This design comes from an exercise in tuning for small area and a short achievable clock period on the open sky130 flow, not from production work. Function was checked by simulation only, so behaviour that the tests miss may differ from the original. Power and IR drop assume default switching activity.

==> flow/design.v, too long to show whole: its modules and the start of the top module <==
// module mul: 2275 lines
// module mul_pg: 4 lines
// module mul_g: 3 lines
// module mul_fa: 4 lines
module mul(clk,reset,opcode,go,
	   src_A,
	   src_B,
	   src_hilo,
	   rob_ptr_in,
	   gpr_prf_ptr_in,
	   hilo_prf_ptr_in,
	   y,complete,
	   rob_ptr_out,
	   gpr_prf_ptr_val_out,
	   gpr_prf_ptr_out,
	   hilo_prf_ptr_val_out,
	   hilo_prf_ptr_out);
  // ...
==> flow/flow/run.sh <==
#!/bin/bash
set -euo pipefail
bash standard.sh SETUP_SLACK_MARGIN=6.85 "BUFFER_PORTS_ARGS=-buffer_cell sky130_fd_sc_hd__buf_1" finish > make_finish.log 2>&1
==> flow/standard.sh <==
#!/bin/bash
# synth_recipe.tcl (not shown) runs the flow's synth.tcl, then flattens the netlist and writes it again
# the make line also repeats each setting of config.mk as NAME=value (left out here)
make -C /OpenROAD-flow-scripts/flow DESIGN_CONFIG=/design/flow/config.mk WORK_HOME=/design/flow/orfs CLKGATE_MAP_FILE= SYNTH_SCRIPT=/design/flow/synth_recipe.tcl "${@:-finish}"
==> flow/config.mk <==
export PLATFORM = sky130hd
export DESIGN_NAME = mul
export DESIGN_NICKNAME = mul
export VERILOG_FILES = /design/flow/design.v
export SDC_FILE = /design/flow/constraint.sdc
export NUM_CORES = 4
export LEC_CHECK = 0
export CAP_MARGIN = 20
export CORE_MARGIN = 2
export CORE_UTILIZATION = 50
export CTS_CLUSTER_DIAMETER = 100
export CTS_CLUSTER_SIZE = 20
export PLACE_DENSITY = 0.75
export SLEW_MARGIN = 20
export SYNTH_HIERARCHICAL = 1
export SYNTH_MINIMUM_KEEP_SIZE = 0
==> flow/constraint.sdc <==
create_clock -name core_clock -period 10.5 [get_ports {clk}]
set_input_delay 2.1000 -clock core_clock [delete_from_list [all_inputs] [get_ports {clk}]]
set_output_delay 2.1000 -clock core_clock [all_outputs]
set_load 0.01 [all_outputs]
==> flow_metrics.py, run 1 <==
metrics = {
    "run_status": {
        "status": "no timing/DRC/antenna violations",
    },
    "min_path": {
        "holdCritPathClass": "reg2reg",
    },
    "critical_path": {
        "cp-endpoint": "r1_t[96]",
        "cp.depth": 6,
        "crit_type": "reg2reg",
        "startpoint_type": "flip-flop",
    },
    "layout": {
        "drive_above_1_share": 0.05737,
        "final_common_cell": "xnor2_1",
        "finalNonFillerCells": 4095,
    },
    "logic_synthesis": {
        "synthMuxAreaShare": 0,
        "synth_area_leaders": "fa_1 (30%), dfxtp_1 (24%), xnor2_1 (13%)",
        "yosys.area_share.simple": 0.05219,
        "ys_top_cells_by_count": "xnor2_1 (531), fa_1 (529), a22oi_1 (512)",
        "synth.most_common_cell": "xnor2_1",
        "syn_nets": 3964,
    },
    "grt": {
        "met1_usage": 0.3564,
    },
    "clocking": {
        "clock_latency_ns": 0.62,
        "root_buffer": "clkbuf_16",
    },
    "pwr": {
        "p_int_mw": 6.879,
        "power-top-group": "combinational cells",
        "pg_comb_mw": 8.77,
    },
    "detailed_routing": {
        "detail_route.iter0.violations": 3666,
    },
    "placed_design": {
        "post-dp-hpwl_um": 65580,
    },
    "timing": {
        "fin_crit_sh": 0.3457,
        "finalMaxSlewViolations": 0,
    },
}
==> run 2: changes to the inputs <==
--- a/flow/design.v
+++ b/flow/design.v
@@ -1882,401 +1882,303 @@
    wire s1777 = r1_t[173] ^ r1_t[174];
    wire c1778 = r1_t[173] & r1_t[174];
    wire s1779 = r1_t[175] ^ r1_t[176];
    wire c1780 = r1_t[175] & r1_t[176];
    wire [63:0] fa_x = {c1778, c1776, c1774, c1772, c1770, c1768, c1766, c1764, c1762, c1760, c1758, c1756, c1754, c1752, c1750, c1748, c1746, c1744, c1742, c1740, c1738, c1736, c1734, c1732, c1730, c1728, c1726, c1724, c1722, c1720, c1718, c1716, c1714, c1712, c1710, c1708, c1706, c1704, c1702, c1700, c1698, c1696, c1694, c1692, c1690, c1688, c1686, c1684, c1682, c1680, c1678, c1676, c1674, c1672, c1670, c1668, c1666, c1664, c1662, c1660, c1658, c1656, c1654, s1653};
    wire [63:0] fa_y = {s1779, s1777, s1775, s1773, s1771, s1769, s1767, s1765, s1763, s1761, s1759, s1757, s1755, s1753, s1751, s1749, s1747, s1745, s1743, s1741, s1739, s1737, s1735, s1733, s1731, s1729, s1727, s1725, s1723, s1721, s1719, s1717, s1715, s1713, s1711, s1709, s1707, s1705, s1703, s1701, s1699, s1697, s1695, s1693, s1691, s1689, s1687, s1685, s1683, s1681, s1679, s1677, s1675, s1673, s1671, s1669, s1667, s1665, s1663, s1661, s1659, s1657, s1655, r1_t[2]};
    wire [63:0] g0 = fa_x & fa_y;
    wire [63:0] p0 = fa_x ^ fa_y;
-   wire g1781;
-   mul_g u_g1781 (.gh(g0[1]), .ph(p0[1]), .gl(g0[0]), .g(g1781));
-   wire g1782, p1783;
-   mul_pg u_g1782 (.gh(g0[3]), .ph(p0[3]), .gl(g0[2]), .pl(p0[2]), .g(g1782), .p(p1783));
-   wire g1784, p1785;
-   mul_pg u_g1784 (.gh(g0[5]), .ph(p0[5]), .gl(g0[4]), .pl(p0[4]), .g(g1784), .p(p1785));
-   wire g1786, p1787;
-   mul_pg u_g1786 (.gh(g0[7]), .ph(p0[7]), .gl(g0[6]), .pl(p0[6]), .g(g1786), .p(p1787));
-   wire g1788, p1789;
-   mul_pg u_g1788 (.gh(g0[9]), .ph(p0[9]), .gl(g0[8]), .pl(p0[8]), .g(g1788), .p(p1789));
-   wire g1790, p1791;
-   mul_pg u_g1790 (.gh(g0[11]), .ph(p0[11]), .gl(g0[10]), .pl(p0[10]), .g(g1790), .p(p1791));
-   wire g1792, p1793;
-   mul_pg u_g1792 (.gh(g0[13]), .ph(p0[13]), .gl(g0[12]), .pl(p0[12]), .g(g1792), .p(p1793));
-   wire g1794, p1795;
-   mul_pg u_g1794 (.gh(g0[15]), .ph(p0[15]), .gl(g0[14]), .pl(p0[14]), .g(g1794), .p(p1795));
-   wire g1796, p1797;
-   mul_pg u_g1796 (.gh(g0[17]), .ph(p0[17]), .gl(g0[16]), .pl(p0[16]), .g(g1796), .p(p1797));
-   wire g1798, p1799;
-   mul_pg u_g1798 (.gh(g0[19]), .ph(p0[19]), .gl(g0[18]), .pl(p0[18]), .g(g1798), .p(p1799));
-   wire g1800, p1801;
-   mul_pg u_g1800 (.gh(g0[21]), .ph(p0[21]), .gl(g0[20]), .pl(p0[20]), .g(g1800), .p(p1801));
-   wire g1802, p1803;
-   mul_pg u_g1802 (.gh(g0[23]), .ph(p0[23]), .gl(g0[22]), .pl(p0[22]), .g(g1802), .p(p1803));
-   wire g1804, p1805;
-   mul_pg u_g1804 (.gh(g0[25]), .ph(p0[25]), .gl(g0[24]), .pl(p0[24]), .g(g1804), .p(p1805));
-   wire g1806, p1807;
-   mul_pg u_g1806 (.gh(g0[27]), .ph(p0[27]), .gl(g0[26]), .pl(p0[26]), .g(g1806), .p(p1807));
-   wire g1808, p1809;
-   mul_pg u_g1808 (.gh(g0[29]), .ph(p0[29]), .gl(g0[28]), .pl(p0[28]), .g(g1808), .p(p1809));
-   wire g1810, p1811;
-   mul_pg u_g1810 (.gh(g0[31]), .ph(p0[31]), .gl(g0[30]), .pl(p0[30]), .g(g1810), .p(p1811));
-   wire g1812, p1813;
-   mul_pg u_g1812 (.gh(g0[33]), .ph(p0[33]), .gl(g0[32]), .pl(p0[32]), .g(g1812), .p(p1813));
-   wire g1814, p1815;
-   mul_pg u_g1814 (.gh(g0[35]), .ph(p0[35]), .gl(g0[34]), .pl(p0[34]), .g(g1814), .p(p1815));
-   wire g1816, p1817;
-   mul_pg u_g1816 (.gh(g0[37]), .ph(p0[37]), .gl(g0[36]), .pl(p0[36]), .g(g1816), .p(p1817));
-   wire g1818, p1819;
-   mul_pg u_g1818 (.gh(g0[39]), .ph(p0[39]), .gl(g0[38]), .pl(p0[38]), .g(g1818), .p(p1819));
-   wire g1820, p1821;
-   mul_pg u_g1820 (.gh(g0[41]), .ph(p0[41]), .gl(g0[40]), .pl(p0[40]), .g(g1820), .p(p1821));
-   wire g1822, p1823;
-   mul_pg u_g1822 (.gh(g0[43]), .ph(p0[43]), .gl(g0[42]), .pl(p0[42]), .g(g1822), .p(p1823));
-   wire g1824, p1825;
-   mul_pg u_g1824 (.gh(g0[45]), .ph(p0[45]), .gl(g0[44]), .pl(p0[44]), .g(g1824), .p(p1825));
-   wire g1826, p1827;
-   mul_pg u_g1826 (.gh(g0[47]), .ph(p0[47]), .gl(g0[46]), .pl(p0[46]), .g(g1826), .p(p1827));
-   wire g1828, p1829;
-   mul_pg u_g1828 (.gh(g0[49]), .ph(p0[49]), .gl(g0[48]), .pl(p0[48]), .g(g1828), .p(p1829));
-   wire g1830, p1831;
-   mul_pg u_g1830 (.gh(g0[51]), .ph(p0[51]), .gl(g0[50]), .pl(p0[50]), .g(g1830), .p(p1831));
-   wire g1832, p1833;
-   mul_pg u_g1832 (.gh(g0[53]), .ph(p0[53]), .gl(g0[52]), .pl(p0[52]), .g(g1832), .p(p1833));
-   wire g1834, p1835;
-   mul_pg u_g1834 (.gh(g0[55]), .ph(p0[55]), .gl(g0[54]), .pl(p0[54]), .g(g1834), .p(p1835));
-   wire g1836, p1837;
-   mul_pg u_g1836 (.gh(g0[57]), .ph(p0[57]), .gl(g0[56]), .pl(p0[56]), .g(g1836), .p(p1837));
-   wire g1838, p1839;
-   mul_pg u_g1838 (.gh(g0[59]), .ph(p0[59]), .gl(g0[58]), .pl(p0[58]), .g(g1838), .p(p1839));
-   wire g1840, p1841;
-   mul_pg u_g1840 (.gh(g0[61]), .ph(p0[61]), .gl(g0[60]), .pl(p0[60]), .g(g1840), .p(p1841));
-   wire g1842, p1843;
-   mul_pg u_g1842 (.gh(g0[63]), .ph(p0[63]), .gl(g0[62]), .pl(p0[62]), .g(g1842), .p(p1843));
-   wire g1844;
-   mul_g u_g1844 (.gh(g0[2]), .ph(p0[2]), .gl(g1781), .g(g1844));
+   wire g1781, p1782;
+   mul_pg u_g1781 (.gh(g0[1]), .ph(p0[1]), .gl(g0[0]), .pl(p0[0]), .g(g1781), .p(p1782));
+   wire g1783, p1784;
+   mul_pg u_g1783 (.gh(g0[3]), .ph(p0[3]), .gl(g0[2]), .pl(p0[2]), .g(g1783), .p(p1784));
+   wire g1785, p1786;
+   mul_pg u_g1785 (.gh(g0[5]), .ph(p0[5]), .gl(g0[4]), .pl(p0[4]), .g(g1785), .p(p1786));
+   wire g1787, p1788;
+   mul_pg u_g1787 (.gh(g0[7]), .ph(p0[7]), .gl(g0[6]), .pl(p0[6]), .g(g1787), .p(p1788));
+   wire g1789, p1790;
+   mul_pg u_g1789 (.gh(g0[9]), .ph(p0[9]), .gl(g0[8]), .pl(p0[8]), .g(g1789), .p(p1790));
+   wire g1791, p1792;
+   mul_pg u_g1791 (.gh(g0[11]), .ph(p0[11]), .gl(g0[10]), .pl(p0[10]), .g(g1791), .p(p1792));
+   wire g1793, p1794;
+   mul_pg u_g1793 (.gh(g0[13]), .ph(p0[13]), .gl(g0[12]), .pl(p0[12]), .g(g1793), .p(p1794));
+   wire g1795, p1796;
+   mul_pg u_g1795 (.gh(g0[15]), .ph(p0[15]), .gl(g0[14]), .pl(p0[14]), .g(g1795), .p(p1796));
+   wire g1797, p1798;
+   mul_pg u_g1797 (.gh(g0[17]), .ph(p0[17]), .gl(g0[16]), .pl(p0[16]), .g(g1797), .p(p1798));
+   wire g1799, p1800;
+   mul_pg u_g1799 (.gh(g0[19]), .ph(p0[19]), .gl(g0[18]), .pl(p0[18]), .g(g1799), .p(p1800));
+   wire g1801, p1802;
+   mul_pg u_g1801 (.gh(g0[21]), .ph(p0[21]), .gl(g0[20]), .pl(p0[20]), .g(g1801), .p(p1802));
+   wire g1803, p1804;
+   mul_pg u_g1803 (.gh(g0[23]), .ph(p0[23]), .gl(g0[22]), .pl(p0[22]), .g(g1803), .p(p1804));
+   wire g1805, p1806;
+   mul_pg u_g1805 (.gh(g0[25]), .ph(p0[25]), .gl(g0[24]), .pl(p0[24]), .g(g1805), .p(p1806));
+   wire g1807, p1808;
+   mul_pg u_g1807 (.gh(g0[27]), .ph(p0[27]), .gl(g0[26]), .pl(p0[26]), .g(g1807), .p(p1808));
+   wire g1809, p1810;
+   mul_pg u_g1809 (.gh(g0[29]), .ph(p0[29]), .gl(g0[28]), .pl(p0[28]), .g(g1809), .p(p1810));
+   wire g1811, p1812;
+   mul_pg u_g1811 (.gh(g0[31]), .ph(p0[31]), .gl(g0[30]), .pl(p0[30]), .g(g1811), .p(p1812));
+   wire g1813, p1814;
+   mul_pg u_g1813 (.gh(g0[33]), .ph(p0[33]), .gl(g0[32]), .pl(p0[32]), .g(g1813), .p(p1814));
+   wire g1815, p1816;
+   mul_pg u_g1815 (.gh(g0[35]), .ph(p0[35]), .gl(g0[34]), .pl(p0[34]), .g(g1815), .p(p1816));
+   wire g1817, p1818;
+   mul_pg u_g1817 (.gh(g0[37]), .ph(p0[37]), .gl(g0[36]), .pl(p0[36]), .g(g1817), .p(p1818));
+   wire g1819, p1820;
+   mul_pg u_g1819 (.gh(g0[39]), .ph(p0[39]), .gl(g0[38]), .pl(p0[38]), .g(g1819), .p(p1820));
+   wire g1821, p1822;
+   mul_pg u_g1821 (.gh(g0[41]), .ph(p0[41]), .gl(g0[40]), .pl(p0[40]), .g(g1821), .p(p1822));
+   wire g1823, p1824;
+   mul_pg u_g1823 (.gh(g0[43]), .ph(p0[43]), .gl(g0[42]), .pl(p0[42]), .g(g1823), .p(p1824));
+   wire g1825, p1826;
+   mul_pg u_g1825 (.gh(g0[45]), .ph(p0[45]), .gl(g0[44]), .pl(p0[44]), .g(g1825), .p(p1826));
+   wire g1827, p1828;
+   mul_pg u_g1827 (.gh(g0[47]), .ph(p0[47]), .gl(g0[46]), .pl(p0[46]), .g(g1827), .p(p1828));
+   wire g1829, p1830;
+   mul_pg u_g1829 (.gh(g0[49]), .ph(p0[49]), .gl(g0[48]), .pl(p0[48]), .g(g1829), .p(p1830));
+   wire g1831, p1832;
+   mul_pg u_g1831 (.gh(g0[51]), .ph(p0[51]), .gl(g0[50]), .pl(p0[50]), .g(g1831), .p(p1832));
+   wire g1833, p1834;
+   mul_pg u_g1833 (.gh(g0[53]), .ph(p0[53]), .gl(g0[52]), .pl(p0[52]), .g(g1833), .p(p1834));
+   wire g1835, p1836;
+   mul_pg u_g1835 (.gh(g0[55]), .ph(p0[55]), .gl(g0[54]), .pl(p0[54]), .g(g1835), .p(p1836));
+   wire g1837, p1838;
+   mul_pg u_g1837 (.gh(g0[57]), .ph(p0[57]), .gl(g0[56]), .pl(p0[56]), .g(g1837), .p(p1838));
+   wire g1839, p1840;
+   mul_pg u_g1839 (.gh(g0[59]), .ph(p0[59]), .gl(g0[58]), .pl(p0[58]), .g(g1839), .p(p1840));
+   wire g1841, p1842;
+   mul_pg u_g1841 (.gh(g0[61]), .ph(p0[61]), .gl(g0[60]), .pl(p0[60]), .g(g1841), .p(p1842));
+   wire g1843, p1844;
+   mul_pg u_g1843 (.gh(g0[63]), .ph(p0[63]), .gl(g0[62]), .pl(p0[62]), .g(g1843), .p(p1844));
    wire g1845;
-   mul_g u_g1845 (.gh(g1782), .ph(p1783), .gl(g1781), .g(g1845));
+   mul_g u_g1845 (.gh(g1783), .ph(p1784), .gl(g1781), .g(g1845));
    wire g1846, p1847;
-   mul_pg u_g1846 (.gh(g0[6]), .ph(p0[6]), .gl(g1784), .pl(p1785), .g(g1846), .p(p1847));
+   mul_pg u_g1846 (.gh(g1787), .ph(p1788), .gl(g1785), .pl(p1786), .g(g1846), .p(p1847));
    wire g1848, p1849;
-   mul_pg u_g1848 (.gh(g1786), .ph(p1787), .gl(g1784), .pl(p1785), .g(g1848), .p(p1849));
+   mul_pg u_g1848 (.gh(g1791), .ph(p1792), .gl(g1789), .pl(p1790), .g(g1848), .p(p1849));
    wire g1850, p1851;
-   mul_pg u_g1850 (.gh(g0[10]), .ph(p0[10]), .gl(g1788), .pl(p1789), .g(g1850), .p(p1851));
+   mul_pg u_g1850 (.gh(g1795), .ph(p1796), .gl(g1793), .pl(p1794), .g(g1850), .p(p1851));
    wire g1852, p1853;
-   mul_pg u_g1852 (.gh(g1790), .ph(p1791), .gl(g1788), .pl(p1789), .g(g1852), .p(p1853));
+   mul_pg u_g1852 (.gh(g1799), .ph(p1800), .gl(g1797), .pl(p1798), .g(g1852), .p(p1853));
    wire g1854, p1855;
-   mul_pg u_g1854 (.gh(g0[14]), .ph(p0[14]), .gl(g1792), .pl(p1793), .g(g1854), .p(p1855));
+   mul_pg u_g1854 (.gh(g1803), .ph(p1804), .gl(g1801), .pl(p1802), .g(g1854), .p(p1855));
    wire g1856, p1857;
-   mul_pg u_g1856 (.gh(g1794), .ph(p1795), .gl(g1792), .pl(p1793), .g(g1856), .p(p1857));
+   mul_pg u_g1856 (.gh(g1807), .ph(p1808), .gl(g1805), .pl(p1806), .g(g1856), .p(p1857));
    wire g1858, p1859;
-   mul_pg u_g1858 (.gh(g0[18]), .ph(p0[18]), .gl(g1796), .pl(p1797), .g(g1858), .p(p1859));
+   mul_pg u_g1858 (.gh(g1811), .ph(p1812), .gl(g1809), .pl(p1810), .g(g1858), .p(p1859));
    wire g1860, p1861;
-   mul_pg u_g1860 (.gh(g1798), .ph(p1799), .gl(g1796), .pl(p1797), .g(g1860), .p(p1861));
+   mul_pg u_g1860 (.gh(g1815), .ph(p1816), .gl(g1813), .pl(p1814), .g(g1860), .p(p1861));
    wire g1862, p1863;
-   mul_pg u_g1862 (.gh(g0[22]), .ph(p0[22]), .gl(g1800), .pl(p1801), .g(g1862), .p(p1863));
+   mul_pg u_g1862 (.gh(g1819), .ph(p1820), .gl(g1817), .pl(p1818), .g(g1862), .p(p1863));
    wire g1864, p1865;
-   mul_pg u_g1864 (.gh(g1802), .ph(p1803), .gl(g1800), .pl(p1801), .g(g1864), .p(p1865));
+   mul_pg u_g1864 (.gh(g1823), .ph(p1824), .gl(g1821), .pl(p1822), .g(g1864), .p(p1865));
    wire g1866, p1867;
-   mul_pg u_g1866 (.gh(g0[26]), .ph(p0[26]), .gl(g1804), .pl(p1805), .g(g1866), .p(p1867));
+   mul_pg u_g1866 (.gh(g1827), .ph(p1828), .gl(g1825), .pl(p1826), .g(g1866), .p(p1867));
    wire g1868, p1869;
-   mul_pg u_g1868 (.gh(g1806), .ph(p1807), .gl(g1804), .pl(p1805), .g(g1868), .p(p1869));
+   mul_pg u_g1868 (.gh(g1831), .ph(p1832), .gl(g1829), .pl(p1830), .g(g1868), .p(p1869));
    wire g1870, p1871;
-   mul_pg u_g1870 (.gh(g0[30]), .ph(p0[30]), .gl(g1808), .pl(p1809), .g(g1870), .p(p1871));
+   mul_pg u_g1870 (.gh(g1835), .ph(p1836), .gl(g1833), .pl(p1834), .g(g1870), .p(p1871));
    wire g1872, p1873;
-   mul_pg u_g1872 (.gh(g1810), .ph(p1811), .gl(g1808), .pl(p1809), .g(g1872), .p(p1873));
+   mul_pg u_g1872 (.gh(g1839), .ph(p1840), .gl(g1837), .pl(p1838), .g(g1872), .p(p1873));
    wire g1874, p1875;
-   mul_pg u_g1874 (.gh(g0[34]), .ph(p0[34]), .gl(g1812), .pl(p1813), .g(g1874), .p(p1875));
-   wire g1876, p1877;
-   mul_pg u_g1876 (.gh(g1814), .ph(p1815), .gl(g1812), .pl(p1813), .g(g1876), .p(p1877));
+   mul_pg u_g1874 (.gh(g1843), .ph(p1844), .gl(g1841), .pl(p1842), .g(g1874), .p(p1875));
+   wire g1876;
+   mul_g u_g1876 (.gh(g1785), .ph(p1786), .gl(g1845), .g(g1876));
+   wire g1877;
+   mul_g u_g1877 (.gh(g1846), .ph(p1847), .gl(g1845), .g(g1877));
    wire g1878, p1879;
-   mul_pg u_g1878 (.gh(g0[38]), .ph(p0[38]), .gl(g1816), .pl(p1817), .g(g1878), .p(p1879));
+   mul_pg u_g1878 (.gh(g1793), .ph(p1794), .gl(g1848), .pl(p1849), .g(g1878), .p(p1879));
    wire g1880, p1881;
-   mul_pg u_g1880 (.gh(g1818), .ph(p1819), .gl(g1816), .pl(p1817), .g(g1880), .p(p1881));
+   mul_pg u_g1880 (.gh(g1850), .ph(p1851), .gl(g1848), .pl(p1849), .g(g1880), .p(p1881));
    wire g1882, p1883;
-   mul_pg u_g1882 (.gh(g0[42]), .ph(p0[42]), .gl(g1820), .pl(p1821), .g(g1882), .p(p1883));
+   mul_pg u_g1882 (.gh(g1801), .ph(p1802), .gl(g1852), .pl(p1853), .g(g1882), .p(p1883));
    wire g1884, p1885;
-   mul_pg u_g1884 (.gh(g1822), .ph(p1823), .gl(g1820), .pl(p1821), .g(g1884), .p(p1885));
+   mul_pg u_g1884 (.gh(g1854), .ph(p1855), .gl(g1852), .pl(p1853), .g(g1884), .p(p1885));
    wire g1886, p1887;
-   mul_pg u_g1886 (.gh(g0[46]), .ph(p0[46]), .gl(g1824), .pl(p1825), .g(g1886), .p(p1887));
+   mul_pg u_g1886 (.gh(g1809), .ph(p1810), .gl(g1856), .pl(p1857), .g(g1886), .p(p1887));
    wire g1888, p1889;
-   mul_pg u_g1888 (.gh(g1826), .ph(p1827), .gl(g1824), .pl(p1825), .g(g1888), .p(p1889));
+   mul_pg u_g1888 (.gh(g1858), .ph(p1859), .gl(g1856), .pl(p1857), .g(g1888), .p(p1889));
    wire g1890, p1891;
-   mul_pg u_g1890 (.gh(g0[50]), .ph(p0[50]), .gl(g1828), .pl(p1829), .g(g1890), .p(p1891));
+   mul_pg u_g1890 (.gh(g1817), .ph(p1818), .gl(g1860), .pl(p1861), .g(g1890), .p(p1891));
    wire g1892, p1893;
-   mul_pg u_g1892 (.gh(g1830), .ph(p1831), .gl(g1828), .pl(p1829), .g(g1892), .p(p1893));
+   mul_pg u_g1892 (.gh(g1862), .ph(p1863), .gl(g1860), .pl(p1861), .g(g1892), .p(p1893));
    wire g1894, p1895;
-   mul_pg u_g1894 (.gh(g0[54]), .ph(p0[54]), .gl(g1832), .pl(p1833), .g(g1894), .p(p1895));
+   mul_pg u_g1894 (.gh(g1825), .ph(p1826), .gl(g1864), .pl(p1865), .g(g1894), .p(p1895));
    wire g1896, p1897;
-   mul_pg u_g1896 (.gh(g1834), .ph(p1835), .gl(g1832), .pl(p1833), .g(g1896), .p(p1897));
+   mul_pg u_g1896 (.gh(g1866), .ph(p1867), .gl(g1864), .pl(p1865), .g(g1896), .p(p1897));
    wire g1898, p1899;
-   mul_pg u_g1898 (.gh(g0[58]), .ph(p0[58]), .gl(g1836), .pl(p1837), .g(g1898), .p(p1899));
+   mul_pg u_g1898 (.gh(g1833), .ph(p1834), .gl(g1868), .pl(p1869), .g(g1898), .p(p1899));
    wire g1900, p1901;
-   mul_pg u_g1900 (.gh(g1838), .ph(p1839), .gl(g1836), .pl(p1837), .g(g1900), .p(p1901));
+   mul_pg u_g1900 (.gh(g1870), .ph(p1871), .gl(g1868), .pl(p1869), .g(g1900), .p(p1901));
    wire g1902, p1903;
-   mul_pg u_g1902 (.gh(g0[62]), .ph(p0[62]), .gl(g1840), .pl(p1841), .g(g1902), .p(p1903));
+   mul_pg u_g1902 (.gh(g1841), .ph(p1842), .gl(g1872), .pl(p1873), .g(g1902), .p(p1903));
    wire g1904, p1905;
-   mul_pg u_g1904 (.gh(g1842), .ph(p1843), .gl(g1840), .pl(p1841), .g(g1904), .p(p1905));
+   mul_pg u_g1904 (.gh(g1874), .ph(p1875), .gl(g1872), .pl(p1873), .g(g1904), .p(p1905));
    wire g1906;
-   mul_g u_g1906 (.gh(g0[4]), .ph(p0[4]), .gl(g1845), .g(g1906));
+   mul_g u_g1906 (.gh(g1789), .ph(p1790), .gl(g1877), .g(g1906));
    wire g1907;
-   mul_g u_g1907 (.gh(g1784), .ph(p1785), .gl(g1845), .g(g1907));
+   mul_g u_g1907 (.gh(g1848), .ph(p1849), .gl(g1877), .g(g1907));
    wire g1908;
-   mul_g u_g1908 (.gh(g1846), .ph(p1847), .gl(g1845), .g(g1908));
+   mul_g u_g1908 (.gh(g1878), .ph(p1879), .gl(g1877), .g(g1908));
    wire g1909;
-   mul_g u_g1909 (.gh(g1848), .ph(p1849), .gl(g1845), .g(g1909));
+   mul_g u_g1909 (.gh(g1880), .ph(p1881), .gl(g1877), .g(g1909));
    wire g1910, p1911;
-   mul_pg u_g1910 (.gh(g0[12]), .ph(p0[12]), .gl(g1852), .pl(p1853), .g(g1910), .p(p1911));
+   mul_pg u_g1910 (.gh(g1805), .ph(p1806), .gl(g1884), .pl(p1885), .g(g1910), .p(p1911));
    wire g1912, p1913;
-   mul_pg u_g1912 (.gh(g1792), .ph(p1793), .gl(g1852), .pl(p1853), .g(g1912), .p(p1913));
+   mul_pg u_g1912 (.gh(g1856), .ph(p1857), .gl(g1884), .pl(p1885), .g(g1912), .p(p1913));
    wire g1914, p1915;
-   mul_pg u_g1914 (.gh(g1854), .ph(p1855), .gl(g1852), .pl(p1853), .g(g1914), .p(p1915));
+   mul_pg u_g1914 (.gh(g1886), .ph(p1887), .gl(g1884), .pl(p1885), .g(g1914), .p(p1915));
    wire g1916, p1917;
-   mul_pg u_g1916 (.gh(g1856), .ph(p1857), .gl(g1852), .pl(p1853), .g(g1916), .p(p1917));
+   mul_pg u_g1916 (.gh(g1888), .ph(p1889), .gl(g1884), .pl(p1885), .g(g1916), .p(p1917));
    wire g1918, p1919;
-   mul_pg u_g1918 (.gh(g0[20]), .ph(p0[20]), .gl(g1860), .pl(p1861), .g(g1918), .p(p1919));
+   mul_pg u_g1918 (.gh(g1821), .ph(p1822), .gl(g1892), .pl(p1893), .g(g1918), .p(p1919));
    wire g1920, p1921;
-   mul_pg u_g1920 (.gh(g1800), .ph(p1801), .gl(g1860), .pl(p1861), .g(g1920), .p(p1921));
+   mul_pg u_g1920 (.gh(g1864), .ph(p1865), .gl(g1892), .pl(p1893), .g(g1920), .p(p1921));
    wire g1922, p1923;
-   mul_pg u_g1922 (.gh(g1862), .ph(p1863), .gl(g1860), .pl(p1861), .g(g1922), .p(p1923));
+   mul_pg u_g1922 (.gh(g1894), .ph(p1895), .gl(g1892), .pl(p1893), .g(g1922), .p(p1923));
    wire g1924, p1925;
-   mul_pg u_g1924 (.gh(g1864), .ph(p1865), .gl(g1860), .pl(p1861), .g(g1924), .p(p1925));
+   mul_pg u_g1924 (.gh(g1896), .ph(p1897), .gl(g1892), .pl(p1893), .g(g1924), .p(p1925));
    wire g1926, p1927;
-   mul_pg u_g1926 (.gh(g0[28]), .ph(p0[28]), .gl(g1868), .pl(p1869), .g(g1926), .p(p1927));
+   mul_pg u_g1926 (.gh(g1837), .ph(p1838), .gl(g1900), .pl(p1901), .g(g1926), .p(p1927));
    wire g1928, p1929;
-   mul_pg u_g1928 (.gh(g1808), .ph(p1809), .gl(g1868), .pl(p1869), .g(g1928), .p(p1929));
+   mul_pg u_g1928 (.gh(g1872), .ph(p1873), .gl(g1900), .pl(p1901), .g(g1928), .p(p1929));
    wire g1930, p1931;
-   mul_pg u_g1930 (.gh(g1870), .ph(p1871), .gl(g1868), .pl(p1869), .g(g1930), .p(p1931));
+   mul_pg u_g1930 (.gh(g1902), .ph(p1903), .gl(g1900), .pl(p1901), .g(g1930), .p(p1931));
    wire g1932, p1933;
-   mul_pg u_g1932 (.gh(g1872), .ph(p1873), .gl(g1868), .pl(p1869), .g(g1932), .p(p1933));
-   wire g1934, p1935;
-   mul_pg u_g1934 (.gh(g0[36]), .ph(p0[36]), .gl(g1876), .pl(p1877), .g(g1934), .p(p1935));
-   wire g1936, p1937;
-   mul_pg u_g1936 (.gh(g1816), .ph(p1817), .gl(g1876), .pl(p1877), .g(g1936), .p(p1937));
-   wire g1938, p1939;
-   mul_pg u_g1938 (.gh(g1878), .ph(p1879), .gl(g1876), .pl(p1877), .g(g1938), .p(p1939));
-   wire g1940, p1941;
-   mul_pg u_g1940 (.gh(g1880), .ph(p1881), .gl(g1876), .pl(p1877), .g(g1940), .p(p1941));
+   mul_pg u_g1932 (.gh(g1904), .ph(p1905), .gl(g1900), .pl(p1901), .g(g1932), .p(p1933));
+   wire g1934;
+   mul_g u_g1934 (.gh(g1797), .ph(p1798), .gl(g1909), .g(g1934));
+   wire g1935;
+   mul_g u_g1935 (.gh(g1852), .ph(p1853), .gl(g1909), .g(g1935));
+   wire g1936;
+   mul_g u_g1936 (.gh(g1882), .ph(p1883), .gl(g1909), .g(g1936));
+   wire g1937;
+   mul_g u_g1937 (.gh(g1884), .ph(p1885), .gl(g1909), .g(g1937));
+   wire g1938;
+   mul_g u_g1938 (.gh(g1910), .ph(p1911), .gl(g1909), .g(g1938));
+   wire g1939;
+   mul_g u_g1939 (.gh(g1912), .ph(p1913), .gl(g1909), .g(g1939));
+   wire g1940;
+   mul_g u_g1940 (.gh(g1914), .ph(p1915), .gl(g1909), .g(g1940));
+   wire g1941;
+   mul_g u_g1941 (.gh(g1916), .ph(p1917), .gl(g1909), .g(g1941));
    wire g1942, p1943;
-   mul_pg u_g1942 (.gh(g0[44]), .ph(p0[44]), .gl(g1884), .pl(p1885), .g(g1942), .p(p1943));
+   mul_pg u_g1942 (.gh(g1829), .ph(p1830), .gl(g1924), .pl(p1925), .g(g1942), .p(p1943));
    wire g1944, p1945;
-   mul_pg u_g1944 (.gh(g1824), .ph(p1825), .gl(g1884), .pl(p1885), .g(g1944), .p(p1945));
+   mul_pg u_g1944 (.gh(g1868), .ph(p1869), .gl(g1924), .pl(p1925), .g(g1944), .p(p1945));
    wire g1946, p1947;
-   mul_pg u_g1946 (.gh(g1886), .ph(p1887), .gl(g1884), .pl(p1885), .g(g1946), .p(p1947));
+   mul_pg u_g1946 (.gh(g1898), .ph(p1899), .gl(g1924), .pl(p1925), .g(g1946), .p(p1947));
    wire g1948, p1949;
-   mul_pg u_g1948 (.gh(g1888), .ph(p1889), .gl(g1884), .pl(p1885), .g(g1948), .p(p1949));
+   mul_pg u_g1948 (.gh(g1900), .ph(p1901), .gl(g1924), .pl(p1925), .g(g1948), .p(p1949));
    wire g1950, p1951;
-   mul_pg u_g1950 (.gh(g0[52]), .ph(p0[52]), .gl(g1892), .pl(p1893), .g(g1950), .p(p1951));
+   mul_pg u_g1950 (.gh(g1926), .ph(p1927), .gl(g1924), .pl(p1925), .g(g1950), .p(p1951));
    wire g1952, p1953;
-   mul_pg u_g1952 (.gh(g1832), .ph(p1833), .gl(g1892), .pl(p1893), .g(g1952), .p(p1953));
+   mul_pg u_g1952 (.gh(g1928), .ph(p1929), .gl(g1924), .pl(p1925), .g(g1952), .p(p1953));
    wire g1954, p1955;
-   mul_pg u_g1954 (.gh(g1894), .ph(p1895), .gl(g1892), .pl(p1893), .g(g1954), .p(p1955));
+   mul_pg u_g1954 (.gh(g1930), .ph(p1931), .gl(g1924), .pl(p1925), .g(g1954), .p(p1955));
    wire g1956, p1957;
-   mul_pg u_g1956 (.gh(g1896), .ph(p1897), .gl(g1892), .pl(p1893), .g(g1956), .p(p1957));
-   wire g1958, p1959;
-   mul_pg u_g1958 (.gh(g0[60]), .ph(p0[60]), .gl(g1900), .pl(p1901), .g(g1958), .p(p1959));
-   wire g1960, p1961;
-   mul_pg u_g1960 (.gh(g1840), .ph(p1841), .gl(g1900), .pl(p1901), .g(g1960), .p(p1961));
-   wire g1962, p1963;
-   mul_pg u_g1962 (.gh(g1902), .ph(p1903), .gl(g1900), .pl(p1901), .g(g1962), .p(p1963));
-   wire g1964, p1965;
-   mul_pg u_g1964 (.gh(g1904), .ph(p1905), .gl(g1900), .pl(p1901), .g(g1964), .p(p1965));
+   mul_pg u_g1956 (.gh(g1932), .ph(p1933), .gl(g1924), .pl(p1925), .g(g1956), .p(p1957));
+   wire g1958;
+   mul_g u_g1958 (.gh(g1813), .ph(p1814), .gl(g1941), .g(g1958));
+   wire g1959;
+   mul_g u_g1959 (.gh(g1860), .ph(p1861), .gl(g1941), .g(g1959));
+   wire g1960;
+   mul_g u_g1960 (.gh(g1890), .ph(p1891), .gl(g1941), .g(g1960));
+   wire g1961;
+   mul_g u_g1961 (.gh(g1892), .ph(p1893), .gl(g1941), .g(g1961));
+   wire g1962;
+   mul_g u_g1962 (.gh(g1918), .ph(p1919), .gl(g1941), .g(g1962));
+   wire g1963;
+   mul_g u_g1963 (.gh(g1920), .ph(p1921), .gl(g1941), .g(g1963));
+   wire g1964;
+   mul_g u_g1964 (.gh(g1922), .ph(p1923), .gl(g1941), .g(g1964));
+   wire g1965;
+   mul_g u_g1965 (.gh(g1924), .ph(p1925), .gl(g1941), .g(g1965));
    wire g1966;
-   mul_g u_g1966 (.gh(g0[8]), .ph(p0[8]), .gl(g1909), .g(g1966));
+   mul_g u_g1966 (.gh(g1942), .ph(p1943), .gl(g1941), .g(g1966));
    wire g1967;
-   mul_g u_g1967 (.gh(g1788), .ph(p1789), .gl(g1909), .g(g1967));
+   mul_g u_g1967 (.gh(g1944), .ph(p1945), .gl(g1941), .g(g1967));
    wire g1968;
-   mul_g u_g1968 (.gh(g1850), .ph(p1851), .gl(g1909), .g(g1968));
+   mul_g u_g1968 (.gh(g1946), .ph(p1947), .gl(g1941), .g(g1968));
    wire g1969;
-   mul_g u_g1969 (.gh(g1852), .ph(p1853), .gl(g1909), .g(g1969));
+   mul_g u_g1969 (.gh(g1948), .ph(p1949), .gl(g1941), .g(g1969));
    wire g1970;
-   mul_g u_g1970 (.gh(g1910), .ph(p1911), .gl(g1909), .g(g1970));
+   mul_g u_g1970 (.gh(g1950), .ph(p1951), .gl(g1941), .g(g1970));
    wire g1971;
-   mul_g u_g1971 (.gh(g1912), .ph(p1913), .gl(g1909), .g(g1971));
+   mul_g u_g1971 (.gh(g1952), .ph(p1953), .gl(g1941), .g(g1971));
    wire g1972;
-   mul_g u_g1972 (.gh(g1914), .ph(p1915), .gl(g1909), .g(g1972));
+   mul_g u_g1972 (.gh(g1954), .ph(p1955), .gl(g1941), .g(g1972));
    wire g1973;
-   mul_g u_g1973 (.gh(g1916), .ph(p1917), .gl(g1909), .g(g1973));
-   wire g1974, p1975;
-   mul_pg u_g1974 (.gh(g0[24]), .ph(p0[24]), .gl(g1924), .pl(p1925), .g(g1974), .p(p1975));
-   wire g1976, p1977;
-   mul_pg u_g1976 (.gh(g1804), .ph(p1805), .gl(g1924), .pl(p1925), .g(g1976), .p(p1977));
-   wire g1978, p1979;
-   mul_pg u_g1978 (.gh(g1866), .ph(p1867), .gl(g1924), .pl(p1925), .g(g1978), .p(p1979));
-   wire g1980, p1981;
-   mul_pg u_g1980 (.gh(g1868), .ph(p1869), .gl(g1924), .pl(p1925), .g(g1980), .p(p1981));
-   wire g1982, p1983;
-   mul_pg u_g1982 (.gh(g1926), .ph(p1927), .gl(g1924), .pl(p1925), .g(g1982), .p(p1983));
-   wire g1984, p1985;
-   mul_pg u_g1984 (.gh(g1928), .ph(p1929), .gl(g1924), .pl(p1925), .g(g1984), .p(p1985));
-   wire g1986, p1987;
-   mul_pg u_g1986 (.gh(g1930), .ph(p1931), .gl(g1924), .pl(p1925), .g(g1986), .p(p1987));
-   wire g1988, p1989;
-   mul_pg u_g1988 (.gh(g1932), .ph(p1933), .gl(g1924), .pl(p1925), .g(g1988), .p(p1989));
-   wire g1990, p1991;
-   mul_pg u_g1990 (.gh(g0[40]), .ph(p0[40]), .gl(g1940), .pl(p1941), .g(g1990), .p(p1991));
-   wire g1992, p1993;
-   mul_pg u_g1992 (.gh(g1820), .ph(p1821), .gl(g1940), .pl(p1941), .g(g1992), .p(p1993));
-   wire g1994, p1995;
-   mul_pg u_g1994 (.gh(g1882), .ph(p1883), .gl(g1940), .pl(p1941), .g(g1994), .p(p1995));
-   wire g1996, p1997;
-   mul_pg u_g1996 (.gh(g1884), .ph(p1885), .gl(g1940), .pl(p1941), .g(g1996), .p(p1997));
-   wire g1998, p1999;
-   mul_pg u_g1998 (.gh(g1942), .ph(p1943), .gl(g1940), .pl(p1941), .g(g1998), .p(p1999));
-   wire g2000, p2001;
-   mul_pg u_g2000 (.gh(g1944), .ph(p1945), .gl(g1940), .pl(p1941), .g(g2000), .p(p2001));
-   wire g2002, p2003;
-   mul_pg u_g2002 (.gh(g1946), .ph(p1947), .gl(g1940), .pl(p1941), .g(g2002), .p(p2003));
-   wire g2004, p2005;
-   mul_pg u_g2004 (.gh(g1948), .ph(p1949), .gl(g1940), .pl(p1941), .g(g2004), .p(p2005));
-   wire g2006, p2007;
-   mul_pg u_g2006 (.gh(g0[56]), .ph(p0[56]), .gl(g1956), .pl(p1957), .g(g2006), .p(p2007));
-   wire g2008, p2009;
-   mul_pg u_g2008 (.gh(g1836), .ph(p1837), .gl(g1956), .pl(p1957), .g(g2008), .p(p2009));
-   wire g2010, p2011;
-   mul_pg u_g2010 (.gh(g1898), .ph(p1899), .gl(g1956), .pl(p1957), .g(g2010), .p(p2011));
-   wire g2012, p2013;
-   mul_pg u_g2012 (.gh(g1900), .ph(p1901), .gl(g1956), .pl(p1957), .g(g2012), .p(p2013));
-   wire g2014, p2015;
-   mul_pg u_g2014 (.gh(g1958), .ph(p1959), .gl(g1956), .pl(p1957), .g(g2014), .p(p2015));
-   wire g2016, p2017;
-   mul_pg u_g2016 (.gh(g1960), .ph(p1961), .gl(g1956), .pl(p1957), .g(g2016), .p(p2017));
-   wire g2018, p2019;
-   mul_pg u_g2018 (.gh(g1962), .ph(p1963), .gl(g1956), .pl(p1957), .g(g2018), .p(p2019));
-   wire g2020, p2021;
-   mul_pg u_g2020 (.gh(g1964), .ph(p1965), .gl(g1956), .pl(p1957), .g(g2020), .p(p2021));
-   wire g2022;
-   mul_g u_g2022 (.gh(g0[16]), .ph(p0[16]), .gl(g1973), .g(g2022));
-   wire g2023;
-   mul_g u_g2023 (.gh(g1796), .ph(p1797), .gl(g1973), .g(g2023));
-   wire g2024;
-   mul_g u_g2024 (.gh(g1858), .ph(p1859), .gl(g1973), .g(g2024));
-   wire g2025;
-   mul_g u_g2025 (.gh(g1860), .ph(p1861), .gl(g1973), .g(g2025));
-   wire g2026;
-   mul_g u_g2026 (.gh(g1918), .ph(p1919), .gl(g1973), .g(g2026));
-   wire g2027;
-   mul_g u_g2027 (.gh(g1920), .ph(p1921), .gl(g1973), .g(g2027));
-   wire g2028;
-   mul_g u_g2028 (.gh(g1922), .ph(p1923), .gl(g1973), .g(g2028));
-   wire g2029;
-   mul_g u_g2029 (.gh(g1924), .ph(p1925), .gl(g1973), .g(g2029));
-   wire g2030;
-   mul_g u_g2030 (.gh(g1974), .ph(p1975), .gl(g1973), .g(g2030));
-   wire g2031;
-   mul_g u_g2031 (.gh(g1976), .ph(p1977), .gl(g1973), .g(g2031));
-   wire g2032;
-   mul_g u_g2032 (.gh(g1978), .ph(p1979), .gl(g1973), .g(g2032));
-   wire g2033;
-   mul_g u_g2033 (.gh(g1980), .ph(p1981), .gl(g1973), .g(g2033));
-   wire g2034;
-   mul_g u_g2034 (.gh(g1982), .ph(p1983), .gl(g1973), .g(g2034));
-   wire g2035;
-   mul_g u_g2035 (.gh(g1984), .ph(p1985), .gl(g1973), .g(g2035));
-   wire g2036;
-   mul_g u_g2036 (.gh(g1986), .ph(p1987), .gl(g1973), .g(g2036));
-   wire g2037;
-   mul_g u_g2037 (.gh(g1988), .ph(p1989), .gl(g1973), .g(g2037));
-   wire g2038, p2039;
-   mul_pg u_g2038 (.gh(g0[48]), .ph(p0[48]), .gl(g2004), .pl(p2005), .g(g2038), .p(p2039));
-   wire g2040, p2041;
-   mul_pg u_g2040 (.gh(g1828), .ph(p1829), .gl(g2004), .pl(p2005), .g(g2040), .p(p2041));
-   wire g2042, p2043;
-   mul_pg u_g2042 (.gh(g1890), .ph(p1891), .gl(g2004), .pl(p2005), .g(g2042), .p(p2043));
-   wire g2044, p2045;
-   mul_pg u_g2044 (.gh(g1892), .ph(p1893), .gl(g2004), .pl(p2005), .g(g2044), .p(p2045));
-   wire g2046, p2047;
-   mul_pg u_g2046 (.gh(g1950), .ph(p1951), .gl(g2004), .pl(p2005), .g(g2046), .p(p2047));
-   wire g2048, p2049;
-   mul_pg u_g2048 (.gh(g1952), .ph(p1953), .gl(g2004), .pl(p2005), .g(g2048), .p(p2049));
-   wire g2050, p2051;
-   mul_pg u_g2050 (.gh(g1954), .ph(p1955), .gl(g2004), .pl(p2005), .g(g2050), .p(p2051));
-   wire g2052, p2053;
-   mul_pg u_g2052 (.gh(g1956), .ph(p1957), .gl(g2004), .pl(p2005), .g(g2052), .p(p2053));
-   wire g2054, p2055;
-   mul_pg u_g2054 (.gh(g2006), .ph(p2007), .gl(g2004), .pl(p2005), .g(g2054), .p(p2055));
-   wire g2056, p2057;
-   mul_pg u_g2056 (.gh(g2008), .ph(p2009), .gl(g2004), .pl(p2005), .g(g2056), .p(p2057));
-   wire g2058, p2059;
-   mul_pg u_g2058 (.gh(g2010), .ph(p2011), .gl(g2004), .pl(p2005), .g(g2058), .p(p2059));
-   wire g2060, p2061;
-   mul_pg u_g2060 (.gh(g2012), .ph(p2013), .gl(g2004), .pl(p2005), .g(g2060), .p(p2061));
-   wire g2062, p2063;
-   mul_pg u_g2062 (.gh(g2014), .ph(p2015), .gl(g2004), .pl(p2005), .g(g2062), .p(p2063));
-   wire g2064, p2065;
-   mul_pg u_g2064 (.gh(g2016), .ph(p2017), .gl(g2004), .pl(p2005), .g(g2064), .p(p2065));
-   wire g2066, p2067;
-   mul_pg u_g2066 (.gh(g2018), .ph(p2019), .gl(g2004), .pl(p2005), .g(g2066), .p(p2067));
-   wire g2068, p2069;
-   mul_pg u_g2068 (.gh(g2020), .ph(p2021), .gl(g2004), .pl(p2005), .g(g2068), .p(p2069));
-   wire g2070;
-   mul_g u_g2070 (.gh(g0[32]), .ph(p0[32]), .gl(g2037), .g(g2070));
-   wire g2071;
-   mul_g u_g2071 (.gh(g1812), .ph(p1813), .gl(g2037), .g(g2071));
-   wire g2072;
-   mul_g u_g2072 (.gh(g1874), .ph(p1875), .gl(g2037), .g(g2072));
-   wire g2073;
-   mul_g u_g2073 (.gh(g1876), .ph(p1877), .gl(g2037), .g(g2073));
-   wire g2074;
-   mul_g u_g2074 (.gh(g1934), .ph(p1935), .gl(g2037), .g(g2074));
-   wire g2075;
-   mul_g u_g2075 (.gh(g1936), .ph(p1937), .gl(g2037), .g(g2075));
-   wire g2076;
-   mul_g u_g2076 (.gh(g1938), .ph(p1939), .gl(g2037), .g(g2076));
-   wire g2077;
-   mul_g u_g2077 (.gh(g1940), .ph(p1941), .gl(g2037), .g(g2077));
-   wire g2078;
-   mul_g u_g2078 (.gh(g1990), .ph(p1991), .gl(g2037), .g(g2078));
-   wire g2079;
-   mul_g u_g2079 (.gh(g1992), .ph(p1993), .gl(g2037), .g(g2079));
-   wire g2080;
-   mul_g u_g2080 (.gh(g1994), .ph(p1995), .gl(g2037), .g(g2080));
-   wire g2081;
-   mul_g u_g2081 (.gh(g1996), .ph(p1997), .gl(g2037), .g(g2081));
-   wire g2082;
-   mul_g u_g2082 (.gh(g1998), .ph(p1999), .gl(g2037), .g(g2082));
-   wire g2083;
-   mul_g u_g2083 (.gh(g2000), .ph(p2001), .gl(g2037), .g(g2083));
-   wire g2084;
-   mul_g u_g2084 (.gh(g2002), .ph(p2003), .gl(g2037), .g(g2084));
-   wire g2085;
-   mul_g u_g2085 (.gh(g2004), .ph(p2005), .gl(g2037), .g(g2085));
-   wire g2086;
-   mul_g u_g2086 (.gh(g2038), .ph(p2039), .gl(g2037), .g(g2086));
-   wire g2087;
-   mul_g u_g2087 (.gh(g2040), .ph(p2041), .gl(g2037), .g(g2087));
-   wire g2088;
-   mul_g u_g2088 (.gh(g2042), .ph(p2043), .gl(g2037), .g(g2088));
-   wire g2089;
-   mul_g u_g2089 (.gh(g2044), .ph(p2045), .gl(g2037), .g(g2089));
-   wire g2090;
-   mul_g u_g2090 (.gh(g2046), .ph(p2047), .gl(g2037), .g(g2090));
-   wire g2091;
-   mul_g u_g2091 (.gh(g2048), .ph(p2049), .gl(g2037), .g(g2091));
-   wire g2092;
-   mul_g u_g2092 (.gh(g2050), .ph(p2051), .gl(g2037), .g(g2092));
-   wire g2093;
-   mul_g u_g2093 (.gh(g2052), .ph(p2053), .gl(g2037), .g(g2093));
-   wire g2094;
-   mul_g u_g2094 (.gh(g2054), .ph(p2055), .gl(g2037), .g(g2094));
-   wire g2095;
-   mul_g u_g2095 (.gh(g2056), .ph(p2057), .gl(g2037), .g(g2095));
-   wire g2096;
-   mul_g u_g2096 (.gh(g2058), .ph(p2059), .gl(g2037), .g(g2096));
-   wire g2097;
-   mul_g u_g2097 (.gh(g2060), .ph(p2061), .gl(g2037), .g(g2097));
-   wire g2098;
-   mul_g u_g2098 (.gh(g2062), .ph(p2063), .gl(g2037), .g(g2098));
-   wire g2099;
-   mul_g u_g2099 (.gh(g2064), .ph(p2065), .gl(g2037), .g(g2099));
-   wire g2100;
-   mul_g u_g2100 (.gh(g2066), .ph(p2067), .gl(g2037), .g(g2100));
-   wire g2101;
-   mul_g u_g2101 (.gh(g2068), .ph(p2069), .gl(g2037), .g(g2101));
-   wire [63:0] t_sum = {p0[63] ^ g2100, p0[62] ^ g2099, p0[61] ^ g2098, p0[60] ^ g2097, p0[59] ^ g2096, p0[58] ^ g2095, p0[57] ^ g2094, p0[56] ^ g2093, p0[55] ^ g2092, p0[54] ^ g2091, p0[53] ^ g2090, p0[52] ^ g2089, p0[51] ^ g2088, p0[50] ^ g2087, p0[49] ^ g2086, p0[48] ^ g2085, p0[47] ^ g2084, p0[46] ^ g2083, p0[45] ^ g2082, p0[44] ^ g2081, p0[43] ^ g2080, p0[42] ^ g2079, p0[41] ^ g2078, p0[40] ^ g2077, p0[39] ^ g2076, p0[38] ^ g2075, p0[37] ^ g2074, p0[36] ^ g2073, p0[35] ^ g2072, p0[34] ^ g2071, p0[33] ^ g2070, p0[32] ^ g2037, p0[31] ^ g2036, p0[30] ^ g2035, p0[29] ^ g2034, p0[28] ^ g2033, p0[27] ^ g2032, p0[26] ^ g2031, p0[25] ^ g2030, p0[24] ^ g2029, p0[23] ^ g2028, p0[22] ^ g2027, p0[21] ^ g2026, p0[20] ^ g2025, p0[19] ^ g2024, p0[18] ^ g2023, p0[17] ^ g2022, p0[16] ^ g1973, p0[15] ^ g1972, p0[14] ^ g1971, p0[13] ^ g1970, p0[12] ^ g1969, p0[11] ^ g1968, p0[10] ^ g1967, p0[9] ^ g1966, p0[8] ^ g1909, p0[7] ^ g1908, p0[6] ^ g1907, p0[5] ^ g1906, p0[4] ^ g1845, p0[3] ^ g1844, p0[2] ^ g1781, p0[1] ^ g0[0], p0[0]};
+   mul_g u_g1973 (.gh(g1956), .ph(p1957), .gl(g1941), .g(g1973));
+   wire g1974;
+   mul_g u_g1974 (.gh(g0[2]), .ph(p0[2]), .gl(g1781), .g(g1974));
+   wire g1975;
+   mul_g u_g1975 (.gh(g0[4]), .ph(p0[4]), .gl(g1845), .g(g1975));
+   wire g1976;
+   mul_g u_g1976 (.gh(g0[6]), .ph(p0[6]), .gl(g1876), .g(g1976));
+   wire g1977;
+   mul_g u_g1977 (.gh(g0[8]), .ph(p0[8]), .gl(g1877), .g(g1977));
+   wire g1978;
+   mul_g u_g1978 (.gh(g0[10]), .ph(p0[10]), .gl(g1906), .g(g1978));
+   wire g1979;
+   mul_g u_g1979 (.gh(g0[12]), .ph(p0[12]), .gl(g1907), .g(g1979));
+   wire g1980;
+   mul_g u_g1980 (.gh(g0[14]), .ph(p0[14]), .gl(g1908), .g(g1980));
+   wire g1981;
+   mul_g u_g1981 (.gh(g0[16]), .ph(p0[16]), .gl(g1909), .g(g1981));
+   wire g1982;
+   mul_g u_g1982 (.gh(g0[18]), .ph(p0[18]), .gl(g1934), .g(g1982));
+   wire g1983;
+   mul_g u_g1983 (.gh(g0[20]), .ph(p0[20]), .gl(g1935), .g(g1983));
+   wire g1984;
+   mul_g u_g1984 (.gh(g0[22]), .ph(p0[22]), .gl(g1936), .g(g1984));
+   wire g1985;
+   mul_g u_g1985 (.gh(g0[24]), .ph(p0[24]), .gl(g1937), .g(g1985));
+   wire g1986;
+   mul_g u_g1986 (.gh(g0[26]), .ph(p0[26]), .gl(g1938), .g(g1986));
+   wire g1987;
+   mul_g u_g1987 (.gh(g0[28]), .ph(p0[28]), .gl(g1939), .g(g1987));
+   wire g1988;
+   mul_g u_g1988 (.gh(g0[30]), .ph(p0[30]), .gl(g1940), .g(g1988));
+   wire g1989;
+   mul_g u_g1989 (.gh(g0[32]), .ph(p0[32]), .gl(g1941), .g(g1989));
+   wire g1990;
+   mul_g u_g1990 (.gh(g0[34]), .ph(p0[34]), .gl(g1958), .g(g1990));
+   wire g1991;
+   mul_g u_g1991 (.gh(g0[36]), .ph(p0[36]), .gl(g1959), .g(g1991));
+   wire g1992;
+   mul_g u_g1992 (.gh(g0[38]), .ph(p0[38]), .gl(g1960), .g(g1992));
+   wire g1993;
+   mul_g u_g1993 (.gh(g0[40]), .ph(p0[40]), .gl(g1961), .g(g1993));
+   wire g1994;
+   mul_g u_g1994 (.gh(g0[42]), .ph(p0[42]), .gl(g1962), .g(g1994));
+   wire g1995;
+   mul_g u_g1995 (.gh(g0[44]), .ph(p0[44]), .gl(g1963), .g(g1995));
+   wire g1996;
+   mul_g u_g1996 (.gh(g0[46]), .ph(p0[46]), .gl(g1964), .g(g1996));
+   wire g1997;
+   mul_g u_g1997 (.gh(g0[48]), .ph(p0[48]), .gl(g1965), .g(g1997));
+   wire g1998;
+   mul_g u_g1998 (.gh(g0[50]), .ph(p0[50]), .gl(g1966), .g(g1998));
+   wire g1999;
+   mul_g u_g1999 (.gh(g0[52]), .ph(p0[52]), .gl(g1967), .g(g1999));
+   wire g2000;
+   mul_g u_g2000 (.gh(g0[54]), .ph(p0[54]), .gl(g1968), .g(g2000));
+   wire g2001;
+   mul_g u_g2001 (.gh(g0[56]), .ph(p0[56]), .gl(g1969), .g(g2001));
+   wire g2002;
+   mul_g u_g2002 (.gh(g0[58]), .ph(p0[58]), .gl(g1970), .g(g2002));
+   wire g2003;
+   mul_g u_g2003 (.gh(g0[60]), .ph(p0[60]), .gl(g1971), .g(g2003));
+   wire g2004;
+   mul_g u_g2004 (.gh(g0[62]), .ph(p0[62]), .gl(g1972), .g(g2004));
+   wire [63:0] t_sum = {p0[63] ^ g2004, p0[62] ^ g1972, p0[61] ^ g2003, p0[60] ^ g1971, p0[59] ^ g2002, p0[58] ^ g1970, p0[57] ^ g2001, p0[56] ^ g1969, p0[55] ^ g2000, p0[54] ^ g1968, p0[53] ^ g1999, p0[52] ^ g1967, p0[51] ^ g1998, p0[50] ^ g1966, p0[49] ^ g1997, p0[48] ^ g1965, p0[47] ^ g1996, p0[46] ^ g1964, p0[45] ^ g1995, p0[44] ^ g1963, p0[43] ^ g1994, p0[42] ^ g1962, p0[41] ^ g1993, p0[40] ^ g1961, p0[39] ^ g1992, p0[38] ^ g1960, p0[37] ^ g1991, p0[36] ^ g1959, p0[35] ^ g1990, p0[34] ^ g1958, p0[33] ^ g1989, p0[32] ^ g1941, p0[31] ^ g1988, p0[30] ^ g1940, p0[29] ^ g1987, p0[28] ^ g1939, p0[27] ^ g1986, p0[26] ^ g1938, p0[25] ^ g1985, p0[24] ^ g1937, p0[23] ^ g1984, p0[22] ^ g1936, p0[21] ^ g1983, p0[20] ^ g1935, p0[19] ^ g1982, p0[18] ^ g1934, p0[17] ^ g1981, p0[16] ^ g1909, p0[15] ^ g1980, p0[14] ^ g1908, p0[13] ^ g1979, p0[12] ^ g1907, p0[11] ^ g1978, p0[10] ^ g1906, p0[9] ^ g1977, p0[8] ^ g1877, p0[7] ^ g1976, p0[6] ^ g1876, p0[5] ^ g1975, p0[4] ^ g1845, p0[3] ^ g1974, p0[2] ^ g1781, p0[1] ^ g0[0], p0[0]};
 endmodule
 module mul_pg(input logic gh, input logic ph, input logic gl, input logic pl, output logic g, output logic p);
    assign g = gh | (ph & gl);
    assign p = ph & pl;
 endmodule
 module mul_g(input logic gh, input logic ph, input logic gl, output logic g);
    assign g = gh | (ph & gl);
 endmodule
==> flow/flow/run.sh (replaced) <==
#!/bin/bash
set -euo pipefail
bash standard.sh SETUP_SLACK_MARGIN=6.85 "BUFFER_PORTS_ARGS=-buffer_cell sky130_fd_sc_hd__buf_1" MATCH_CELL_FOOTPRINT=0 finish > make_finish.log 2>&1
==> run 2 against run 1 <==
Sequential share of layout area up 0.57 points. Still clean on timing, DRC and antenna. Area after synthesis down 1.9%. Largest cell class unchanged. Critical endpoint is now r1_t[93]. Synthesized cell count down 3.1%. Sequential cell count unchanged.
==> flow_metrics.py, run 2 <==
metrics = {
    "run_status": {
        "status": "no timing/DRC/antenna violations",
    },
    "detailed_routing": {
        "wirelength_um": 102800,
        "num_vias": 25070,
        "first_pass_iters": 10,
        "drt-vias-per-instance": 6.308,
        "detail_route.iter0.violations": 3196,
        "wire_per_inst_um": 25.87,
        "ant_nets": 0,
        "drcViolationCount": 0,
    },
    "critical_path": {
        "crit_path_max_fanout": 33,
        "r2r-start": "r0_a[30]",
        "crit_type": "reg2reg",
        "max_stage_delay_ns": 0.66,
        "path_delay_family": "adder cells",
        "crit_top_cell": "fa_1",
        "r2r-end": "r1_t[93]",
        "worstPathRequired_ns": 11.01,
        "cp_cell_sequence": "buf_6 > a22oi_1 > xnor2_1 > fa_1 > fa_1 > fa_1 > fa_1 > fa_1",
        "cp_slowest_cell": "fa_1",
        "startpoint_type": "flip-flop",
        "path_buf_inv": 1,
        "reg2reg_slack_ns": 6.85,
        "worst-r2r-cell-count": 8,
        "crit_arrival_ns": 4.15,
        "end_kind": "flip-flop",
    },
    "layout": {
        "layout.nets": 3851,
        "multi_input_area_um2": 24460,
        "largest_register_ffs": 177,
        "seq_area_um2": 8801,
        "final_area_um2": 37160,
        "antenna_cells": 0,
        "top_register": "r1_t",
        "syn2layout_area_growth_pct": 6.904,
        "final_common_cell": "xnor2_1",
        "fill_cells": 5952,
        "final_cell_mix": "xnor2_1 (531), fa_1 (529), a22oi_1 (512), dfxtp_1 (379), buf_1 (231)",
        "final_util": 0.5409,
        "drive_above_1_share": 0.05521,
        "largest_registers": "r1_t (177), r0_h (64), r2_y (64)",
    },
    "logic_synthesis": {
        "syn_nets": 3866,
        "syn_inst": 3052,
        "synth_area_um2": 34760,
        "syn_area_per_cell_um2": 11.39,
        "ys_warn_count": 7,
    },
    "placed_design": {
        "gp_congestion": 0.8768,
        "dpl_cell_area_um2": 35840,
        "post-dp-hpwl_um": 64500,
        "io_buffers": 231,
    },
    "grt": {
        "grtUsageTotal": 0.2843,
        "grt_pass1_vias": 26570,
        "antenna_found_initial": 1,
        "overflow": 0,
        "use_met2": 0.4388,
        "grt_busiest_layer": "met2",
        "met1_usage": 0.3667,
        "grt.met3_usage": 0.09185,
        "grt_start_max_net_pins": 68,
        "grt_first_pass_wirelength_um": 155600,
    },
    "floorplan": {
        "initial_core_util": 0.5060,
        "core_area_um2": 68710,
        "die_h_um": 267.7,
        "die_x_um": 267.7,
        "design.die.area_um2": 71650,
        "io_pins": 232,
        "placementRows": 96,
    },
    "min_path": {
        "holdCritPathClass": "reg2reg",
        "hp-start": "r0_h[1]",
        "min_to": "r1_t[3]",
        "whs_path_depth": 0,
    },
    "pwr": {
        "power_frac_seq": 0.223,
        "sw_frac_of_total": 0.4463,
        "p_int_mw": 6.556,
        "p_clk_frac": 0.093,
        "total_power_mw": 11.84,
        "vdd_drop_max_mv": 0.2050,
        "power.leakage_nw": 14.69,
        "p_per_area_nw_per_um2": 318.6,
        "power_switching_mw": 5.284,
        "combPwrFrac": 0.684,
    },
    "clocking": {
        "h-tree-depth": 1,
        "clock_latency_ns": 0.62,
        "numCtsBuffers": 28,
        "cts_tree": "yes",
        "root_buffer": "clkbuf_16",
        "cts_buffer_depth": 3,
        "ctsHoldBuffers": 0,
        "clock-sinks": 433,
        "clk_pin_slew_worst_paths_ns": 0.09,
    },
    "timing": {
        "slew_headroom": 0.4520,
        "finalMaxSlewViolations": 0,
        "whs_ns": 0.3248,
        "fin_crit_sh": 0.3472,
        "clock_skew_ns": 0.02757,
        "fin_setup_tns_ns": 0,
        "worstMarginPinSlew_ns": 0.8221,
        "rsz0062_at_grt": "yes",
        "hold_violations": 0,
        "finalSetupViolCount": 0,
        "finalCriticalPeriod_ns": 3.646,
        "fmax_mhz": 274.3,
    },
    "run": {
        "max_cap_viol_count": 0,
    },
}
==> run 2: worst reg2reg max path, cell delays in order, from the launching register on <==
cell     delay [ns]
dfxtp_1        0.34
buf_6          0.31
a22oi_1        0.17
xnor2_1        0.21
fa_1           0.48
fa_1           0.66
fa_1           0.47
fa_1           0.47
fa_1           0.44
==> run 2: how the worst max path moves through the flow <==
stage          startpoint          to  slack (ns)  cells after the start
6_report         r0_a[30]    r1_t[93]        6.85                      8
3_3_place_gp    opcode[5]  r0_neg[11]        6.40                      5
2_1_floorplan    r0_a[31]   r1_t[108]        7.04                      9
3_5_place_dp    opcode[5]  r0_neg[14]        6.31                      5
5_1_grt          r0_a[16]    r1_t[99]        6.82                      7
4_1_cts         r0_one[2]   r1_t[114]        6.84                      8
==> run 2: final cells by class <==
cell class	count	area share
Clock buffer	28	0.01885
Timing Repair Buffer	303	0.04798
Clock inverter	8	0.002660
Tap cell	931	0.03135
Inverter	41	0.004141
Multi-Input combinational cell	2230	0.6582
Sequential cell	433	0.2368
==> run 2: power groups by stage <==
stage,registers [mW],clock network (mW),logic [mW]
floorplan,2.63,0,5.65
global placement,2.68,0,7.75
detailed placement,2.69,0,7.98
CTS,2.66,1.13,8.03
global route,2.69,1.19,9.04
finish,2.65,1.10,8.10
==> run 2: timing repair <==
action	4_1_cts	5_1_grt
pin swaps	0	0
buffers inserted	0	10
gates resized for setup	37	63
endpoints found under the setup margin	37	47
==> run 2: metal layers <==
metal | share of wire | wire (µm)
met3 | 0.13 | 13840
met1 | 0.37 | 37660
met2 | 0.45 | 45770
met4 | 0.054 | 5535
met5 | 0 | 0
==> run 2: through the flow <==
stage,instances,worst slack (ns)
floorplan,3052,7.042
global placement,3928,6.401
detailed placement,3928,6.306
CTS,3964,6.843
global route,3974,6.822
finish,3974,6.854

==> what the ideal ports hide <==
The results above use ideal ports. As a check the final layouts listed here were re-extracted and re-timed, cells and wires unchanged. Step 1 assumes that a clkbuf_16 drives the clock port and a buf_2 every other input. Step 2 moves the port delays by t, midway between the first and last clock arrival at a register: inputs arrive t later, outputs are due t later. That takes back most of the time a late clock gives input paths. Three values: ideal, step 1, step 2; two values: the first two.
run | shift t [ns] | slack for setup (ns) | hold WS [ns]
run 1 | 0.675 | 6.870 / 6.870 / 6.596 | 0.329 / 0.329 / 0.329
run 2 | 0.674 | 6.854 / 6.854 / 6.568 | 0.325 / 0.325 / 0.325
After both steps every run listed still meets setup and hold. For run 2, which loses most, drivers alone change the setup slack by 0.000 ns; drivers and shift together by -0.286 ns.
